Source: an optimization exercise on an open RTL-to-GDS flow (aim: small area and a short achievable clock period). Production flows keep margins and buffers that such runs may drop.
At most, simulation tests tie the RTL to the original design; equivalence was not proved.
No functional check of the RTL was part of run 2.
Power figures rest on the tool's default switching activity, not on a simulated workload.

==> flow/design.v <==
`timescale 1ns / 1ps
module Control(
    input [31:26] c,
    output RegDst,
    output Branch,
    output MemRead,
    output MemtoReg,
    output [1:0] Alu_op,
    output MemWrite,
    output AluSrc,
    output RegWrite,
    output J
    );
	 assign RegDst = ( ~c[31] & ~c[30] & ~c[29] & ~c[28] & ~c[27] & ~c[26] );
	 assign Branch = ( ~c[31] & ~c[30] & ~c[29] & c[28] & ~c[27] & ~c[26] );
	 assign MemRead = ( c[31] & ~c[30] & ~c[29] & ~c[28] & c[27] & c[26] );
	 assign MemtoReg = ( c[31] & ~c[30] & ~c[28] & c[27] & c[26] );
	 assign Alu_op [1] = ( ~c[31] & ~c[30] & ~c[29] & ~c[28] & ~c[26] );
	 assign Alu_op [0] = ( ~c[31] & ~c[30] & ~c[29] & c[28] & ~c[27] & ~c[26] );
	 assign MemWrite = ( c[31] & ~c[30] & c[29] & ~c[28] & c[27] & c[26] );
	 assign AluSrc = ( ~c[31] & ~c[30] & c[29] & ~c[28] & ~c[27] & c[26] ) | ( c[31] & ~c[30] & ~c[28] & c[27] & c[26] );
	 assign RegWrite = ( ~c[31] & ~c[30] & ~c[29] & ~c[28] & ~c[27] & ~c[26] ) | ( ~c[31] & ~c[30] & c[29] & ~c[28] & ~c[27] & c[26] ) | ( c[31] & ~c[30] & ~c[29] & ~c[28] & c[27] & c[26] );
	 assign J = ( ~c[31] & ~c[30] & ~c[29] & ~c[28] & c[27] );
endmodule
`timescale 1ns / 1ps
module ControlInstructionMemory(
    input [31:0] ReadAddress,
    output RegDst,
    output Branch,
    output MemRead,
    output MemtoReg,
    output [1:0] Alu_op,
    output MemWrite,
    output AluSrc,
    output RegWrite,
    output J,
    output [4:0] Address1,
    output [4:0] Address2,
    output [4:0] Address3,
    output [15:0] extender,
    output [25:0] AddressJ
    );
	assign Address1 = ReadAddress [25:21];
	assign Address2 = ReadAddress [20:16];
	assign Address3 = ReadAddress [15:11];
	assign extender = ReadAddress [15:0];
	assign AddressJ = ReadAddress [25:0];
	Control C1(
	.c(ReadAddress[31:26]),
	.RegDst(RegDst),
	.Branch(Branch),
	.MemRead(MemRead),
	.MemtoReg(MemtoReg),
	.Alu_op(Alu_op),
	.MemWrite(MemWrite),
	.AluSrc(AluSrc),
	.RegWrite(RegWrite),
	.J(J)
	);
endmodule
`timescale 1ns / 1ps
module RegisterBank(
    input RegWrite,
    input [4:0] ReadRegister1,
    input [4:0] ReadRegister2,
    input [4:0] WriteRegister,
    input clk,
	 input rst,
    input [31:0] WriteData,
    output [31:0] ReadData1,
    output [31:0] ReadData2
    );
	 logic  [31:0] reg0, reg1, reg2, reg3, reg4, reg5, reg6, reg7, reg8, reg9, reg10,
					reg11, reg12, reg13, reg14, reg15, reg16, reg17, reg18, reg19, reg20,
					reg21, reg22, reg23, reg24, reg25, reg26, reg27, reg28, reg29, reg30, reg31;
	assign ReadData1 = (ReadRegister1 == 0) ? reg0 :
					       (ReadRegister1 == 1) ? reg1 :
							 (ReadRegister1 == 2) ? reg2 :
					       (ReadRegister1 == 3) ? reg3 :
							 (ReadRegister1 == 4) ? reg4 :
					       (ReadRegister1 == 5) ? reg5 :
							 (ReadRegister1 == 6) ? reg6 :
					       (ReadRegister1 == 7) ? reg7 :
							 (ReadRegister1 == 8) ? reg8 :
					       (ReadRegister1 == 9) ? reg9 :
							 (ReadRegister1 == 10) ? reg10 :
					       (ReadRegister1 == 11) ? reg11 :
							 (ReadRegister1 == 12) ? reg12 :
					       (ReadRegister1 == 13) ? reg13 :
							 (ReadRegister1 == 14) ? reg14 :
					       (ReadRegister1 == 15) ? reg15 :
							 (ReadRegister1 == 16) ? reg16 :
					       (ReadRegister1 == 17) ? reg17 :
							 (ReadRegister1 == 18) ? reg18 :
					       (ReadRegister1 == 19) ? reg19 :
							 (ReadRegister1 == 20) ? reg20 :
					       (ReadRegister1 == 21) ? reg21 :
							 (ReadRegister1 == 22) ? reg22 :
					       (ReadRegister1 == 23) ? reg23 :
							 (ReadRegister1 == 24) ? reg24 :
					       (ReadRegister1 == 25) ? reg25 :
							 (ReadRegister1 == 26) ? reg26 :
					       (ReadRegister1 == 27) ? reg27 :
							 (ReadRegister1 == 28) ? reg28 :
					       (ReadRegister1 == 29) ? reg29 :
							 (ReadRegister1 == 30) ? reg30 :
					       (ReadRegister1 == 31) ? reg31 :0;
	assign ReadData2 = (ReadRegister2 == 0) ? reg0 :
					       (ReadRegister2 == 1) ? reg1 :
							 (ReadRegister2 == 2) ? reg2 :
					       (ReadRegister2 == 3) ? reg3 :
							 (ReadRegister2 == 4) ? reg4 :
					       (ReadRegister2 == 5) ? reg5 :
							 (ReadRegister2 == 6) ? reg6 :
					       (ReadRegister2 == 7) ? reg7 :
							 (ReadRegister2 == 8) ? reg8 :
					       (ReadRegister2 == 9) ? reg9 :
							 (ReadRegister2 == 10) ? reg10 :
					       (ReadRegister2 == 11) ? reg11 :
							 (ReadRegister2 == 12) ? reg12 :
					       (ReadRegister2 == 13) ? reg13 :
							 (ReadRegister2 == 14) ? reg14 :
					       (ReadRegister2 == 15) ? reg15 :
							 (ReadRegister2 == 16) ? reg16 :
					       (ReadRegister2 == 17) ? reg17 :
							 (ReadRegister2 == 18) ? reg18 :
					       (ReadRegister2 == 19) ? reg19 :
							 (ReadRegister2 == 20) ? reg20 :
					       (ReadRegister2 == 21) ? reg21 :
							 (ReadRegister2 == 22) ? reg22 :
					       (ReadRegister2 == 23) ? reg23 :
							 (ReadRegister2 == 24) ? reg24 :
					       (ReadRegister2 == 25) ? reg25 :
							 (ReadRegister2 == 26) ? reg26 :
					       (ReadRegister2 == 27) ? reg27 :
							 (ReadRegister2 == 28) ? reg28 :
					       (ReadRegister2 == 29) ? reg29 :
							 (ReadRegister2 == 30) ? reg30 :
					       (ReadRegister2 == 31) ? reg31 :0;
		always @(posedge clk) begin
			if ( rst == 1 ) begin
				reg0 <= 0;
				reg1 <= 0;
				reg2 <= 0;
				reg3 <= 0;
				reg4 <= 0;
				reg5 <= 0;
				reg6 <= 0;
				reg7 <= 0;
				reg8 <= 0;
				reg9 <= 0;
				reg10 <= 0;
				reg11 <= 0;
				reg12 <= 0;
				reg13 <= 0;
				reg14 <= 0;
				reg15 <= 0;
				reg16 <= 0;
				reg17 <= 0;
				reg18 <= 0;
				reg19 <= 0;
				reg20 <= 0;
				reg21 <= 0;
				reg22 <= 0;
				reg23 <= 0;
				reg24 <= 0;
				reg25 <= 0;
				reg26 <= 0;
				reg27 <= 0;
				reg28 <= 0;
				reg29 <= 0;
				reg30 <= 0;
				reg31 <= 0;
			end
			else begin
				if (RegWrite)
					case(WriteRegister)
						0: reg0 <= WriteData;
						1: reg1 <= WriteData;
						2: reg2 <= WriteData;
						3: reg3 <= WriteData;
						4: reg4 <= WriteData;
						5: reg5 <= WriteData;
						6: reg6 <= WriteData;
						7: reg7 <= WriteData;
						8: reg8 <= WriteData;
						9: reg9 <= WriteData;
						10: reg10 <= WriteData;
						11: reg11 <= WriteData;
						12: reg12 <= WriteData;
						13: reg13 <= WriteData;
						14: reg14 <= WriteData;
						15: reg15 <= WriteData;
						16: reg16 <= WriteData;
						17: reg17 <= WriteData;
						18: reg18 <= WriteData;
						19: reg19 <= WriteData;
						20: reg20 <= WriteData;
						21: reg21 <= WriteData;
						22: reg22 <= WriteData;
						23: reg23 <= WriteData;
						24: reg24 <= WriteData;
						25: reg25 <= WriteData;
						26: reg26 <= WriteData;
						27: reg27 <= WriteData;
						28: reg28 <= WriteData;
						29: reg29 <= WriteData;
						30: reg30 <= WriteData;
						31: reg31 <= WriteData;
				endcase
			end
		end
endmodule
`timescale 1ns / 1ps
module SignExtend_16X32(
    input [15:0] Input_16,
    output [31:0] Output_32
    );
	 assign Output_32 = {{16{Input_16[15]}},Input_16[15:0]};
endmodule
`timescale 1ns / 1ps
module SignExtend_26X32(
    input [25:0] Input_26,
    output [31:0] Output_32
    );
	  assign Output_32 = {{6{Input_26[25]}},Input_26[25:0]};
endmodule
`timescale 1ns / 1ps
module Shifter_2(
    input [31:0] Input,
    output [31:0] Output
    );
	 assign Output = Input ;
endmodule
`timescale 1ns / 1ps
module ALU(
   input [31:0] a,
    input [31:0] b,
    input [3:0] ctrl,
    output zero,
    output reg [31:0] result
    );
	 always @ * begin
		case (ctrl)
			4'b0000: result = a & b;
			4'b0001: result = a | b;
			4'b0010: result = a + b;
			4'b0110: result = a - b;
			4'b0111: result = a < b;
			4'b1100: result = ~a;
			default: result = 0;
		endcase
	end
		assign zero = (result == 0);
endmodule
`timescale 1ns / 1ps
module Alu_ctrl(
    input [1:0] Alu_op,
    input [5:0] funct,
    output logic[3:0] ctrl
    );
	 always @ * begin
		case (Alu_op)
			2'b00: ctrl = 4'b0010;   
			2'b01: ctrl = 4'b0110;   
			2'b10: case (funct)
				6'b100000: ctrl = 4'b0010;  
				6'b100010: ctrl = 4'b0110;  
				6'b100100: ctrl = 4'b0000;  
				6'b100101: ctrl = 4'b0001;  
				6'b101010: ctrl = 4'b0111;  
				default: ctrl = 4'b1111;  
				endcase
			default: ctrl = 4'b1111;
		endcase
	end
endmodule
`timescale 1ns / 1ps
module Alu_final(
    input [31:0] a,
    input [31:0] b,
    input [1:0] Alu_op,
    input [5:0] funct,
    output zero,
    output [31:0] result
    );
	 logic [5:0] control;
	 ALU A1(
	 .a(a),
	 .b(b),
	 .ctrl(control),
	 .zero (zero),
	 .result (result)
	 );
	 Alu_ctrl C2(
	 .Alu_op(Alu_op),
	 .funct(funct),
	 .ctrl(control)
	 );
endmodule
`timescale 1ns / 1ps
module ReadEnable(
    input MemRead,
    input [31:0] read,
    output [31:0] ReadData
    );
	 assign ReadData = MemRead ? read:0; 
endmodule
`timescale 1ns / 1ps
module MIPS(
    input clk,
	 input rst,
	 input [31:0] instr,       
	 input [31:0] mem_rdata,   
	 output [31:0] mem_addr,
	 output [31:0] mem_wdata,
	 output mem_we,
	 output mem_re,
	 output [31:0] direccion,
	 output [31:0] palabra,
	 output [31:0] leer_dato,
	 output wr_en,
	 output [31:0] wr_addr,
	 output [31:0] wr_data
    );
	 logic [31:0] Word;  
	 logic [31:0] Word_4;   
	 logic [31:0] Address_branch;  
	 logic [31:0] Address_final;   
	 logic [25:0] Address_jump;   
	 logic [31:0] Address_jump_final;   
	 logic RegDst;   
	 logic Branch;
	 logic MemRead;
	 logic MemtoReg;
	 logic [1:0] Alu_op;
	 logic AluSrc;
	 logic RegWrite;
	 logic [4:0] Address1;
	 logic [4:0] Address2;
	 logic[4:0] Address3;
	 logic [15:0] extender;
	 logic J;  
	 logic [31:0] ReadData1;   
	 logic [31:0] ReadData2;   
	 logic [4:0] Mux_Address3;  
	 logic [31:0] Extend_32;   
	 logic [31:0] Shifter_32;   
	 logic [31:0] Mux_Alu;   
	 logic zero;  
	 logic [31:0] result;  
	 logic And;  
	 logic [31:0] Data_DataMemory;   
	 logic [31:0] WriteData;   
	 logic [31:0] Address;   
	 logic MemWrite;
	 assign wr_en = RegWrite;
	 assign wr_addr= Mux_Address3;
	 assign wr_data = WriteData;
	 assign Word = instr;
	 ControlInstructionMemory ControlInstructionMemory(
	.ReadAddress(Word),
   .RegDst(RegDst),
   .Branch(Branch),
   .MemRead(MemRead),
	.MemtoReg(MemtoReg),
	.Alu_op(Alu_op),
	.MemWrite(MemWrite),
	.AluSrc(AluSrc),
	.RegWrite(RegWrite),
	.J(J),
	.Address1(Address1),
	.Address2(Address2),
	.Address3(Address3),
	.extender(extender),
	.AddressJ(Address_jump)
	 );
	 SignExtend_26X32 SignExtend_26x32(
	 .Input_26(Address_jump),
	 .Output_32(Address_jump_final)
	 );
	 RegisterBank RegisterBank(
	 .RegWrite(RegWrite),
	 .ReadRegister1(Address1),
	 .ReadRegister2(Address2),
	 .WriteRegister(Mux_Address3),
	 .clk(clk),
	 .rst(rst),
	 .WriteData(WriteData), 
	 .ReadData1(ReadData1),
	 .ReadData2(ReadData2)
	 );
	 SignExtend_16X32 SignExtend_16X32(
	 .Input_16(extender),
	 .Output_32(Extend_32)
	 );
	 Shifter_2 Shifter_2(
	 .Input(Extend_32),
	 .Output(Shifter_32)
	 );
	 Alu_final Alu_final(
	 .a(ReadData1),
	 .b(Mux_Alu),
	 .Alu_op(Alu_op),
	 .funct(extender[5:0]),
	 .zero(zero),
	 .result(result)
	 );
	 assign mem_addr = result;
	 assign mem_wdata = ReadData2;
	 assign mem_we = MemWrite;
	 assign mem_re = MemRead;
	 ReadEnable ReadEnable(
	 .MemRead(MemRead),
	 .read(mem_rdata),
	 .ReadData(Data_DataMemory)
	 );
	 assign Word_4 = Address + 4;
	 assign Address_branch = Word_4 + Shifter_32; 
	 assign Address_final = (And) ? Address_branch:Word_4;               
	 always @(posedge clk) begin
		if (rst == 1 ) Address <= 0;
		else Address <= (J) ? Address_jump_final:Address_final; 
	 end
	 assign Mux_Address3 = (RegDst) ? Address3:Address2;
	 assign Mux_Alu = (AluSrc) ? Extend_32:ReadData2;
	 assign direccion = Address;
	 assign And = (Branch & zero);
	 assign WriteData = (MemtoReg) ? Data_DataMemory:result;
	 assign palabra = Word;
	 assign leer_dato = WriteData;
endmodule
==> flow/run.sh <==
#!/bin/bash
# synth_recipe.tcl (not shown) runs the flow's synth.tcl, then flattens the netlist and writes it again
# the make line also repeats each setting of config.mk as NAME=value (left out here)
make -C /OpenROAD-flow-scripts/flow DESIGN_CONFIG=/design/flow/config.mk WORK_HOME=/design/flow/orfs CLKGATE_MAP_FILE= SYNTH_SCRIPT=/design/flow/synth_recipe.tcl finish
==> flow/config.mk <==
export PLATFORM = sky130hd
export DESIGN_NAME = MIPS
export DESIGN_NICKNAME = MIPS
export VERILOG_FILES = /design/flow/design.v
export SDC_FILE = /design/flow/constraint.sdc
export NUM_CORES = 4
export LEC_CHECK = 0
export CAP_MARGIN = 20
export CORE_MARGIN = 2
export CORE_UTILIZATION = 25
export PLACE_DENSITY = 0.5
export SLEW_MARGIN = 20
==> flow/constraint.sdc <==
create_clock -name core_clock -period 14.0 [get_ports {clk}]
set_input_delay 2.8000 -clock core_clock [delete_from_list [all_inputs] [get_ports {clk}]]
set_output_delay 2.8000 -clock core_clock [all_outputs]
set_load 0.01 [all_outputs]
==> results of run 1 <==
worst max-delay path, delay by kind of cell:
| kind | cells | cell delay [ns] |
|---|---|---|
| buffers and inverters | 7 | 2.20 |
| AO/OA/AOI/OAI | 13 | 4.15 |
| AND/OR/NAND/NOR | 4 | 1.49 |
| adder cells (fa/ha/maj) | 1 | 0.32 |
cell usage in the layout (no fill, tap or decap), types with 36 or more instances in the layout:
master,count
sky130_fd_sc_hd__xnor2_1,36
sky130_fd_sc_hd__a22oi_1,454
sky130_fd_sc_hd__and3_1,46
sky130_fd_sc_hd__a31oi_1,36
sky130_fd_sc_hd__nor2_1,1243
sky130_fd_sc_hd__nor3_1,59
sky130_fd_sc_hd__a21o_1,37
sky130_fd_sc_hd__buf_4,371
sky130_fd_sc_hd__nand3_1,172
sky130_fd_sc_hd__nor2_4,77
sky130_fd_sc_hd__a211oi_1,1065
sky130_fd_sc_hd__mux2i_1,56
sky130_fd_sc_hd__o22ai_1,61
sky130_fd_sc_hd__clkdlybuf4s50_1,259
sky130_fd_sc_hd__o21ai_0,140
sky130_fd_sc_hd__clkbuf_16,117
sky130_fd_sc_hd__nand2_1,209
sky130_fd_sc_hd__dfxtp_1,1056
sky130_fd_sc_hd__ha_1,132
sky130_fd_sc_hd__a221oi_1,180
sky130_fd_sc_hd__a21oi_1,230
sky130_fd_sc_hd__inv_1,153
sky130_fd_sc_hd__nand4_1,80
sky130_fd_sc_hd__a22o_1,157
path summary, 6_finish.rpt:
check	end	startpoint	slack [ns]	depth (start not counted)
max	leer_dato[0]	instr[18]	0.17	25
min	RegisterBank.reg19[17]	RegisterBank.reg19[17]	0.52	2
max reg2reg	Address[29]	RegisterBank.reg30[27]	5.52	26
min reg2reg	RegisterBank.reg19[17]	RegisterBank.reg19[17]	0.52	2
timing repair:
action,4_1_cts,5_1_grt
setup endpoints to repair,0,5
setup buffers,0,1
endpoints found under the hold margin,0,0
gates resized for setup,0,1
power by group:
group / switching, W / internal [W]
Sequential: 0.0000103 / 0.00301
Clock: 0.00143 / 0.00181
Combinational: 0.000688 / 0.000291
kinds of logic after synthesis:
family | share of synthesized area (%)
and+or+nand+nor | 16.0
xor gates and xnor gates | 0.876
AOI/OAI and AO/OA | 34.8
DFF | 37.1
adders and majority gates | 3.01
other | 0.00658
muxes | 1.22
buffers and inverters | 6.93
layout make-up:
type | instances | area (µm²) | area share (%)
clock inverter | 45 | 522 | 0.766
timing repair buffer | 644 | 5610 | 8.23
antenna | 17 | 42.5 | 0.0625
multi-input combinational | 5068 | 33100 | 48.5
tap | 3009 | 3760 | 5.53
inverter | 154 | 578 | 0.849
sequential | 1056 | 21100 | 31.0
clock buffer | 173 | 3400 | 4.99
through the flow:
step / cells / util [%] / area (µm²) / total power, W / hold slack [ns]
floorplan: 7064 / - / 57100 / 0.00356 / 0.486
global placement: 9928 / 28.2 / 64100 / 0.00403 / 0.500
detailed placement: 9929 / 28.2 / 64100 / 0.00403 / 0.504
CTS: 10147 / 30.0 / 68000 / 0.00719 / 0.512
global route: 10150 / 30.0 / 68100 / 0.00738 / 0.530
finish: 10166 / 30.0 / 68100 / 0.00724 / 0.515
per-layer routing:
| metal | part of all wire, % | routed length [µm] | global-route usage (%) |
|---|---|---|---|
| met1 | 38 | 136000 | 36.6 |
| met2 | 41 | 144000 | 42.5 |
| met3 | 13 | 46700 | 9.89 |
| met4 | 7.3 | 25700 | 17.4 |
| met5 | 0.057 | 200 | 0 |
==> tab_implementation.tex, run 1 <==
\begin{tabular}{lr}
\hline
Metric & Value \\
\hline
\multicolumn{2}{l}{\textbf{Global route}} \\
\quad Vias in the first global route & 58,043 \\
\quad Total track usage & around 29\% \\
\quad Antenna violations before repair & 18 \\
\quad Wire length of the first global-routing pass & approximately 480,000 µm \\
\quad Leftover overflow at the end of global routing & 0 \\
\quad Pin count of the biggest net entering global routing & 201 \\
\multicolumn{2}{l}{\textbf{Yosys}} \\
\quad Count of mapped cells out of synthesis & 7,038 \\
\quad Warning count from the yosys run & 6 \\
\quad Share of the synthesized area in the top cell type & around 37\% \\
\quad Top FF cell, synth & sky130\_fd\_sc\_hd\_\_dfxtp\_1 \\
\quad Unique masters post-synth & between 90 and 100 \\
\quad Total of flip-flops plus latches after synthesis & 1,056 \\
\quad Leading post-synthesis cells by instance count & 1,330 x sky130\_fd\_sc\_hd\_\_nor2\_1, 1,065 x sky130\_fd\_sc\_hd\_\_a211oi\_1, 1,056 x sky130\_fd\_sc\_hd\_\_dfxtp\_1 \\
\quad Most area-consuming cells after synthesis & sky130\_fd\_sc\_hd\_\_dfxtp\_1 37\%, sky130\_fd\_sc\_hd\_\_a211oi\_1 14\%, sky130\_fd\_sc\_hd\_\_nor2\_1 8.8\% \\
\quad Sequential share of the synthesized area & between 30 and 40\% \\
\quad FFs w/ async S/R, synth & 0\% \\
\quad Synth Cell Area & 57,000 µm² \\
\quad Number of flops mapped to enable cells by yosys & 0 \\
\quad Cell type with the highest aggregate area in the netlist & sky130\_fd\_sc\_hd\_\_dfxtp\_1 \\
\quad Syn\_area\_per\_cell & 8.09 µm² \\
\quad Dominant cell by count in the synthesized netlist & sky130\_fd\_sc\_hd\_\_nor2\_1 \\
\multicolumn{2}{l}{\textbf{Finish}} \\
\quad Growth of design area from synthesis to finish & 19.6\% \\
\quad Number of filler cells placed in the layout & 23,877 \\
\quad Net count, final & slightly above 7,000 \\
\quad Ratio of cells with drive above 1 in the final layout & 11.0\% \\
\multicolumn{2}{l}{\textbf{STA}} \\
\quad Skew final & 0.0385 ns \\
\quad Post-route clock period utilization & a little over nine tenths \\
\quad Number of endpoints failing setup at the final stage & 0 \\
\quad Setup total negative slack & 0 ns \\
\quad Actual slew at the worst max-slew pin & 1.30 ns \\
\quad Setup repair after global routing missed its margin & no \\
\quad Max-slew violation total from the final report & 0 \\
\quad Final Hold Vio Count & 0 \\
\quad Final worst slack & 0.171 ns \\
\quad Normalized max-slew margin & 12.9\% \\
\quad Period minus WS final & 13.83 ns \\
\quad Peak clock frequency supported by timing & 0.0723 GHz \\
\multicolumn{2}{l}{\textbf{Power}} \\
\quad Worst voltage drop across the vdd grid & 111 µV \\
\quad Static leakage & 22.5 nW \\
\quad Pwr/cell area & 106 nW/µm² \\
\multicolumn{2}{l}{\textbf{Floorplan}} \\
\quad Number of rows in the core area & 175 \\
\quad Die footprint & 232,000 µm² \\
\quad Effective utilization at floorplan & 25.1\% \\
\quad Vertical die dimension & 481 µm \\
\quad Number of top-level pins & between 200 and 300 \\
\quad Width of the chip & between 400 and 500 µm \\
\quad Total core area & 227,000 µm² \\
\multicolumn{2}{l}{\textbf{Setup path}} \\
\quad Sort of element at the start of the critical path & input pin \\
\quad Worst path max stage delay & 0.68 ns \\
\quad Data required time at the worst endpoint & between 10 and 15 ns \\
\quad Critical-path maximum fanout & 25 \\
\quad Library cell contributing the largest single delay on the critical path & sky130\_fd\_sc\_hd\_\_a221oi\_1 \\
\quad Arr. time, crit path & 11.03 ns \\
\quad Startpoint-to-endpoint class of the critical path & input pin to output port \\
\quad Type of element capturing the critical path & output port \\
\quad Library cell appearing most often on the critical path & sky130\_fd\_sc\_hd\_\_buf\_4 \\
\multicolumn{2}{l}{\textbf{CTS}} \\
\quad Max Root-Sink Buffers & 3 \\
\quad Worst skew pair latency & $\sim$0.80 ns \\
\quad Clock-pin slew reported for the worst setup and hold paths after clock tree synthesis & 0.06 ns \\
\quad Number of buffers created by CTS & 117 \\
\quad Root buffer selected by CTS & sky130\_fd\_sc\_hd\_\_clkbuf\_16 \\
\quad \# clock sinks & 1,056 \\
\quad Clock tree from TritonCTS & built \\
\quad CTS H-Tree Depth & 3 \\
\quad Cts-stage hold buffer count & 0 \\
\multicolumn{2}{l}{\textbf{Routing}} \\
\quad WL/cell & 34.6 µm \\
\quad Via count & $\sim$64,000 \\
\quad Vias per cell & $\sim$6.3 \\
\quad DRC viols & 0 \\
\quad Remaining number of nets flagged by the antenna check after routing & 0 \\
\quad DRT Pass-1 Iters & 9 \\
\quad Number of violations reported at the end of detailed-routing iteration 0 & 10,906 \\
\quad Overall routed net length & 352,000 µm \\
\multicolumn{2}{l}{\textbf{Flow run}} \\
\quad Total of max-cap violations & 0 \\
\multicolumn{2}{l}{\textbf{Place}} \\
\quad RePlAce Congestion & slightly above 1 \\
\quad HPWL after detailed placement & 235,000 µm \\
\quad I/O Buffers & between 200 and 300 \\
\quad Worst setup timing slack at the placement stage & 0.114 ns \\
\multicolumn{2}{l}{\textbf{Status}} \\
\quad Status & finished clean \\
\multicolumn{2}{l}{\textbf{Min path}} \\
\quad Hold crit path type & flop to flop \\
\hline
\end{tabular}
==> run 2, diff against run 1 <==
--- a/flow/design.v
+++ b/flow/design.v
@@ -308,125 +308,83 @@
 endmodule
-`timescale 1ns / 1ps
 module MIPS(
     input clk,
-	 input rst,
-	 input [31:0] instr,       
-	 input [31:0] mem_rdata,   
-	 output [31:0] mem_addr,
-	 output [31:0] mem_wdata,
-	 output mem_we,
-	 output mem_re,
-	 output [31:0] direccion,
-	 output [31:0] palabra,
-	 output [31:0] leer_dato,
-	 output wr_en,
-	 output [31:0] wr_addr,
-	 output [31:0] wr_data
+    input rst,
+    input [31:0] instr,
+    input [31:0] mem_rdata,
+    output [31:0] mem_addr,
+    output [31:0] mem_wdata,
+    output mem_we,
+    output mem_re,
+    output [31:0] direccion,
+    output [31:0] palabra,
+    output [31:0] leer_dato,
+    output wr_en,
+    output [31:0] wr_addr,
+    output [31:0] wr_data
     );
-	 logic [31:0] Word;  
-	 logic [31:0] Word_4;   
-	 logic [31:0] Address_branch;  
-	 logic [31:0] Address_final;   
-	 logic [25:0] Address_jump;   
-	 logic [31:0] Address_jump_final;   
-	 logic RegDst;   
-	 logic Branch;
-	 logic MemRead;
-	 logic MemtoReg;
-	 logic [1:0] Alu_op;
-	 logic AluSrc;
-	 logic RegWrite;
-	 logic [4:0] Address1;
-	 logic [4:0] Address2;
-	 logic[4:0] Address3;
-	 logic [15:0] extender;
-	 logic J;  
-	 logic [31:0] ReadData1;   
-	 logic [31:0] ReadData2;   
-	 logic [4:0] Mux_Address3;  
-	 logic [31:0] Extend_32;   
-	 logic [31:0] Shifter_32;   
-	 logic [31:0] Mux_Alu;   
-	 logic zero;  
-	 logic [31:0] result;  
-	 logic And;  
-	 logic [31:0] Data_DataMemory;   
-	 logic [31:0] WriteData;   
-	 logic [31:0] Address;   
-	 logic MemWrite;
-	 assign wr_en = RegWrite;
-	 assign wr_addr= Mux_Address3;
-	 assign wr_data = WriteData;
-	 assign Word = instr;
-	 ControlInstructionMemory ControlInstructionMemory(
-	.ReadAddress(Word),
-   .RegDst(RegDst),
-   .Branch(Branch),
-   .MemRead(MemRead),
-	.MemtoReg(MemtoReg),
-	.Alu_op(Alu_op),
-	.MemWrite(MemWrite),
-	.AluSrc(AluSrc),
-	.RegWrite(RegWrite),
-	.J(J),
-	.Address1(Address1),
-	.Address2(Address2),
-	.Address3(Address3),
-	.extender(extender),
-	.AddressJ(Address_jump)
-	 );
-	 SignExtend_26X32 SignExtend_26x32(
-	 .Input_26(Address_jump),
-	 .Output_32(Address_jump_final)
-	 );
-	 RegisterBank RegisterBank(
-	 .RegWrite(RegWrite),
-	 .ReadRegister1(Address1),
-	 .ReadRegister2(Address2),
-	 .WriteRegister(Mux_Address3),
-	 .clk(clk),
-	 .rst(rst),
-	 .WriteData(WriteData), 
-	 .ReadData1(ReadData1),
-	 .ReadData2(ReadData2)
-	 );
-	 SignExtend_16X32 SignExtend_16X32(
-	 .Input_16(extender),
-	 .Output_32(Extend_32)
-	 );
-	 Shifter_2 Shifter_2(
-	 .Input(Extend_32),
-	 .Output(Shifter_32)
-	 );
-	 Alu_final Alu_final(
-	 .a(ReadData1),
-	 .b(Mux_Alu),
-	 .Alu_op(Alu_op),
-	 .funct(extender[5:0]),
-	 .zero(zero),
-	 .result(result)
-	 );
-	 assign mem_addr = result;
-	 assign mem_wdata = ReadData2;
-	 assign mem_we = MemWrite;
-	 assign mem_re = MemRead;
-	 ReadEnable ReadEnable(
-	 .MemRead(MemRead),
-	 .read(mem_rdata),
-	 .ReadData(Data_DataMemory)
-	 );
-	 assign Word_4 = Address + 4;
-	 assign Address_branch = Word_4 + Shifter_32; 
-	 assign Address_final = (And) ? Address_branch:Word_4;               
-	 always @(posedge clk) begin
-		if (rst == 1 ) Address <= 0;
-		else Address <= (J) ? Address_jump_final:Address_final; 
-	 end
-	 assign Mux_Address3 = (RegDst) ? Address3:Address2;
-	 assign Mux_Alu = (AluSrc) ? Extend_32:ReadData2;
-	 assign direccion = Address;
-	 assign And = (Branch & zero);
-	 assign WriteData = (MemtoReg) ? Data_DataMemory:result;
-	 assign palabra = Word;
-	 assign leer_dato = WriteData;
+  wire [5:0] op = instr[31:26];
+  wire [4:0] rs = instr[25:21];
+  wire [4:0] rt = instr[20:16];
+  wire [4:0] rd = instr[15:11];
+  wire [5:0] fn = instr[5:0];
+  wire [31:0] ext = {{16{instr[15]}}, instr[15:0]};
+  wire RegDst   = (op == 6'b000000);
+  wire Branch   = (op == 6'b000100);
+  wire MemRead  = (op == 6'b100011);
+  wire MemtoReg = op[5] & ~op[4] & ~op[2] & op[1] & op[0];
+  wire AluOp1   = ~op[5] & ~op[4] & ~op[3] & ~op[2] & ~op[0];
+  wire MemWrite = (op == 6'b101011);
+  wire AluSrc   = (op == 6'b001001) | MemtoReg;
+  wire RegWrite = RegDst | (op == 6'b001001) | MemRead;
+  wire J        = (op[5:1] == 5'b00001);
+  wire f_add = AluOp1 & (fn == 6'b100000);
+  wire f_sub = AluOp1 & (fn == 6'b100010);
+  wire f_and = AluOp1 & (fn == 6'b100100);
+  wire f_or  = AluOp1 & (fn == 6'b100101);
+  wire f_slt = AluOp1 & (fn == 6'b101010);
+  wire s_add = f_add | (~AluOp1 & ~Branch);
+  wire s_sub = f_sub | Branch;
+  reg [31:0] R [0:31];
+  reg [31:0] PC;
+  wire [31:0] A  = R[rs];
+  wire [31:0] Rt = R[rt];
+  wire [31:0] B  = AluSrc ? ext : Rt;
+  wire [31:0] sum  = A + B;
+  wire [32:0] dif  = {1'b0, A} - {1'b0, Rt};
+  wire [31:0] result = ({32{s_add}} & sum) |
+                       ({32{s_sub}} & dif[31:0]) |
+                       ({32{f_and}} & (A & Rt)) |
+                       ({32{f_or}}  & (A | Rt)) |
+                       {31'b0, f_slt & dif[32]};
+  wire eq = (A == Rt);
+  wire [31:0] WriteData = MemtoReg ? (MemRead ? mem_rdata : 32'b0) : result;
+  wire [4:0]  wa = RegDst ? rd : rt;
+  wire [31:0] pc4 = PC + 32'd4;
+  wire [31:0] pcb = pc4 + ext;
+  wire [31:0] npc = J ? {{6{instr[25]}}, instr[25:0]} : ((Branch & eq) ? pcb : pc4);
+  always @(posedge clk) begin
+    if (rst) PC <= 32'b0;
+    else PC <= npc;
+  end
+  wire [31:0] wdm = WriteData & {32{~rst}};
+  reg  [31:0] wen;
+  integer i;
+  always @* begin
+    for (i = 0; i < 32; i = i + 1)
+      wen[i] = rst | (RegWrite & (wa == i[4:0]));
+  end
+  always @(posedge clk) begin
+    for (i = 0; i < 32; i = i + 1)
+      if (wen[i]) R[i] <= wdm;
+  end
+  assign mem_addr  = result;
+  assign mem_wdata = Rt;
+  assign mem_we    = MemWrite;
+  assign mem_re    = MemRead;
+  assign direccion = PC;
+  assign palabra   = instr;
+  assign leer_dato = WriteData;
+  assign wr_en     = RegWrite;
+  assign wr_addr   = {27'b0, wa};
+  assign wr_data   = WriteData;
 endmodule
--- a/flow/config.mk
+++ b/flow/config.mk
@@ -7,2 +7,3 @@
 export LEC_CHECK = 0
+export ABC_AREA = 1
 export CAP_MARGIN = 20
==> tab_implementation.tex, run 2 <==
\begin{tabular}{lr}
\hline
Metric & Value \\
\hline
\multicolumn{2}{l}{\textbf{Status}} \\
\quad Status & finished clean \\
\multicolumn{2}{l}{\textbf{STA}} \\
\quad Final worst hold slack & 0.594 ns (+0.0789 ns) \\
\quad Max-slew violation total from the final report & 0 (unchanged) \\
\quad Post-route clock period utilization & 97.5\% (-1.3 points) \\
\quad Setup repair after global routing missed its margin & no \\
\quad Setup total negative slack & 0 ns (unchanged) \\
\quad Skew final & 0.0526 ns (+0.0141 ns) \\
\quad Actual slew at the worst max-slew pin & 1.34 ns (+0.0417 ns) \\
\quad Final Hold Vio Count & 0 (unchanged) \\
\quad Period minus WS final & 13.65 ns (-0.180 ns) \\
\quad Peak clock frequency supported by timing & 0.0733 GHz (+1.3\%) \\
\quad Normalized max-slew margin & 10.9\% (-2.1 points) \\
\quad Number of endpoints failing setup at the final stage & 0 (unchanged) \\
\multicolumn{2}{l}{\textbf{Yosys}} \\
\quad Syn\_area\_per\_cell & 9.64 µm² (+19\%) \\
\quad Share of the synthesized area in the top cell type & 55.1\% (+18 points) \\
\quad Synth Cell Area & 55,900 µm² (-1.9\%) \\
\quad Unique masters post-synth & 59 (-39\%) \\
\quad Cell type with the highest aggregate area in the netlist & sky130\_fd\_sc\_hd\_\_edfxtp\_1 \\
\quad Leading post-synthesis cells by instance count & 1,309 x sky130\_fd\_sc\_hd\_\_nand2\_1, 1,024 x sky130\_fd\_sc\_hd\_\_edfxtp\_1, 714 x sky130\_fd\_sc\_hd\_\_inv\_1 \\
\quad Most area-consuming cells after synthesis & sky130\_fd\_sc\_hd\_\_edfxtp\_1 55\%, sky130\_fd\_sc\_hd\_\_nand2\_1 8.8\%, sky130\_fd\_sc\_hd\_\_inv\_1 4.8\% \\
\quad Warning count from the yosys run & 2 (-4) \\
\quad Dominant cell by count in the synthesized netlist & sky130\_fd\_sc\_hd\_\_nand2\_1 \\
\quad Total of flip-flops plus latches after synthesis & 1,056 (unchanged) \\
\quad Top FF cell, synth & sky130\_fd\_sc\_hd\_\_edfxtp\_1 \\
\quad Sequential share of the synthesized area & 56.2\% (+19 points) \\
\quad FFs w/ async S/R, synth & 0\% (unchanged) \\
\quad Number of flops mapped to enable cells by yosys & 1,024 (+1,024) \\
\quad Count of mapped cells out of synthesis & 5,793 (-18\%) \\
\multicolumn{2}{l}{\textbf{Setup path}} \\
\quad Register-to-Register Setup Slack & 7.44 ns (+1.92 ns) \\
\quad Data required time at the worst endpoint & 11.20 ns (about the same) \\
\quad Source of the critical timing path & instr[24] \\
\quad Last element of the critical path & wr\_data[26] \\
\quad Library cell appearing most often on the critical path & sky130\_fd\_sc\_hd\_\_nand2\_1 \\
\quad Startpoint-to-endpoint class of the critical path & input pin to output port \\
\quad Worst r2r path cells & 25 (-3.8\%) \\
\quad Arr. time, crit path & 10.85 ns (-0.18 ns) \\
\quad Critical-path maximum fanout & 17 (-32\%) \\
\quad Worst path max stage delay & 1.05 ns (+0.37 ns) \\
\quad Library cell contributing the largest single delay on the critical path & sky130\_fd\_sc\_hd\_\_clkdlybuf4s50\_1 \\
\quad Sort of element at the start of the critical path & input pin \\
\quad Launching point of the worst reg2reg path & R[17][2] \\
\quad Capture point of the worst reg-to-reg path & R[11][20] \\
\quad Type of element capturing the critical path & output port \\
\multicolumn{2}{l}{\textbf{Finish}} \\
\quad Ratio of cells with drive above 1 in the final layout & 10.7\% (-0.25 points) \\
\quad Highest-count cells in the layout ignoring fill and taps & 1,308 x sky130\_fd\_sc\_hd\_\_nand2\_1, 1,024 x sky130\_fd\_sc\_hd\_\_edfxtp\_1, 713 x sky130\_fd\_sc\_hd\_\_inv\_1 \\
\quad Net count, final & 6,475 (-11\%) \\
\quad Commonest non-fill, non-tap cell in the layout & sky130\_fd\_sc\_hd\_\_nand2\_1 \\
\quad Number of filler cells placed in the layout & 22,952 (-3.9\%) \\
\quad Growth of design area from synthesis to finish & 21.9\% \\
\quad Registers with the most flip-flops & R (1024), PC (32) \\
\quad Largest Register & R \\
\quad Post-layout util & 30.7\% (+0.66 points) \\
\quad Max FFs per register & $\sim$1,000 \\
\multicolumn{2}{l}{\textbf{CTS}} \\
\quad Number of buffers created by CTS & 113 (-3.4\%) \\
\quad CTS H-Tree Depth & 3 (unchanged) \\
\quad Clock tree from TritonCTS & built \\
\quad Clock-pin slew reported for the worst setup and hold paths after clock tree synthesis & 0.05 ns (about the same) \\
\quad Setup bufs post-CTS & 0 (unchanged) \\
\quad Max Root-Sink Buffers & 3 (unchanged) \\
\quad Root buffer selected by CTS & sky130\_fd\_sc\_hd\_\_clkbuf\_16 \\
\quad Post\_cts resized & 0 (unchanged) \\
\quad Worst skew pair latency & 0.77 ns (-0.03 ns) \\
\quad Cts-stage hold buffer count & 0 (unchanged) \\
\quad \# clock sinks & 1,056 (unchanged) \\
\multicolumn{2}{l}{\textbf{Floorplan}} \\
\quad Effective utilization at floorplan & 25.2\% (+0.066 points) \\
\quad Width of the chip & 477 µm (-0.96\%) \\
\quad Number of top-level pins & 293 (unchanged) \\
\quad Number of rows in the core area & 173 (-1.1\%) \\
\quad Vertical die dimension & 477 µm (-0.96\%) \\
\quad Total core area & 222,000 µm² (-2.2\%) \\
\quad Die footprint & 227,000 µm² (-1.9\%) \\
\multicolumn{2}{l}{\textbf{Flow run}} \\
\quad Total of max-cap violations & 0 (unchanged) \\
\multicolumn{2}{l}{\textbf{Global route}} \\
\quad Pin count of the biggest net entering global routing & 45 (-78\%) \\
\quad Total track usage & 24.7\% (-4.3 points) \\
\quad Wire length of the first global-routing pass & 395,000 µm (-17\%) \\
\quad Vias in the first global route & 47,831 (-18\%) \\
\quad Leftover overflow at the end of global routing & 0 (unchanged) \\
\quad Antenna violations before repair & 36 (+18) \\
\multicolumn{2}{l}{\textbf{Routing}} \\
\quad Number of violations reported at the end of detailed-routing iteration 0 & 8,062 (-26\%) \\
\quad WL/cell & 31.4 µm (-9.4\%) \\
\quad Via count & 51,217 (-20\%) \\
\quad DRT Pass-1 Iters & 8 (-1) \\
\quad Overall routed net length & 292,000 µm (-17\%) \\
\quad Vias per cell & 5.49 (-12\%) \\
\quad Remaining number of nets flagged by the antenna check after routing & 0 (unchanged) \\
\quad DRC viols & 0 (unchanged) \\
\multicolumn{2}{l}{\textbf{Min path}} \\
\quad Worst hold stages & 2 (unchanged) \\
\quad Hold crit path type & flop to flop \\
\multicolumn{2}{l}{\textbf{Power}} \\
\quad Worst voltage drop across the vdd grid & 107 µV (-3.4\%) \\
\quad Pwr/cell area & 188 nW/µm² (+77\%) \\
\quad Static leakage & 26.4 nW (+17\%) \\
\multicolumn{2}{l}{\textbf{Place}} \\
\quad I/O Buffers & 265 (unchanged) \\
\quad RePlAce Congestion & 0.998 (-3.6\%) \\
\quad HPWL after detailed placement & 210,000 µm (-10\%) \\
\hline
\end{tabular}
==> run 2: cell count changes in the layout (fill, tap and decap cells not counted), sizes merged, moves of 147 or more <==
cell	delta
nand2	+1108
a211oi	-1058
dfxtp	-1024
edfxtp	+1024
nor2	-990
inv	+577
a22oi	-404
o21ai	+212
o22ai	+147
==> run 2: layer usage <==
layer  vias up  track usage, %  wire length (µm)
met5         -           0.504               440
li1      21562               -                 -
met4        20            11.3             16600
met3       744            7.55             37200
met1     25234            32.0            114000
met2      3657            37.6            125000
==> run 2: kinds of logic after synthesis <==
kind of cell | count (synthesis) | share of synthesized area (%)
flip-flops | 1056 | 56.2
XOR/XNOR | 38 | 0.596
other | 1 | 0.00671
buffers and inverters | 1041 | 7.79
AO/OA/AOI/OAI | 1312 | 15.1
adder cells (fa/ha/maj) | 162 | 3.67
AND/OR/NAND/NOR | 2183 | 16.6
==> run 2: worst min-delay path by stage <==
stage | from | to | slack (ns)
global route | PC[0] | PC[0] | 0.65
floorplan | PC[0] | PC[0] | 0.56
detailed placement | PC[0] | PC[0] | 0.57
CTS | PC[0] | PC[0] | 0.58
global placement | PC[0] | PC[0] | 0.55
finish | PC[0] | PC[0] | 0.59
==> run 2: final cells by class <==
type,instances,area [µm²],share of cell area [%]
Tap cell,2975,3720,5.47
Clock inverter,72,768,1.13
Multi-Input combinational cell,3722,21000,30.9
Clock buffer,134,2930,4.30
Antenna cell,8,20.0,0.0294
Sequential cell,1056,31400,46.1
Timing Repair Buffer,616,5440,7.99
Inverter,738,2770,4.07
==> run 2: critical path, delay by kind of cell <==
| family | cells | cell delay [ns] |
|---|---|---|
| compound gates | 1 | 0.35 |
| fa+ha+maj | 1 | 0.48 |
| buf+inv | 6 | 2.37 |
| simple gates | 17 | 4.77 |
==> run 2: power by group <==
| part | internal (W) | leakage (nW) | switching, W |
|---|---|---|---|
| sequential | 0.00481 | 10.7 | 0.000392 |
| clock | 0.00173 | 1.79 | 0.00134 |
| combinational | 0.00148 | 13.9 | 0.00305 |
==> run 2: stage by stage <==
step	power (W)	instances	area [µm²]	worst slack [ns]
6_report	0.0128	9321	68100	0.350
5_1_grt	0.0133	9316	68100	0.260
4_1_cts	0.0127	9307	67900	0.570
3_5_place_dp	0.00964	9101	64200	0.586
3_3_place_gp	0.00964	9100	64200	0.432
2_1_floorplan	0.00716	5819	56000	4.62

-- afterwards: timing with drivers on the ports --
Ports are ideal in the flow. The routed layouts listed here were re-timed in OpenROAD. Step 1 assumes that a clkbuf_16 drives the clock port and a buf_2 every other input. Step 2 adds t to the input delays and takes it off the output delays; t is the mean of the earliest and latest rising clock arrival at the registers after step 1. Input paths then give back, and output paths get back, about the clock's delay inside the block. Three values: no drivers, after step 1, after step 2; two values: the first two.
run | shift t [ns] | setup WS [ns] | latest minus earliest clock arrival (ns) | worst slew at a driven data input, ns
run 1 | 0.881 | 0.171 / 0.148 / 0.148 | 0.039 / 0.039 | 0.12
run 2 | 0.828 | 0.350 / 0.322 / 0.322 | 0.053 / 0.053 | 0.13
After both steps setup and hold are still met in every run listed. The setup slack of run 2, which loses most, moves by -0.028 ns with the drivers and by -0.028 ns with both steps.
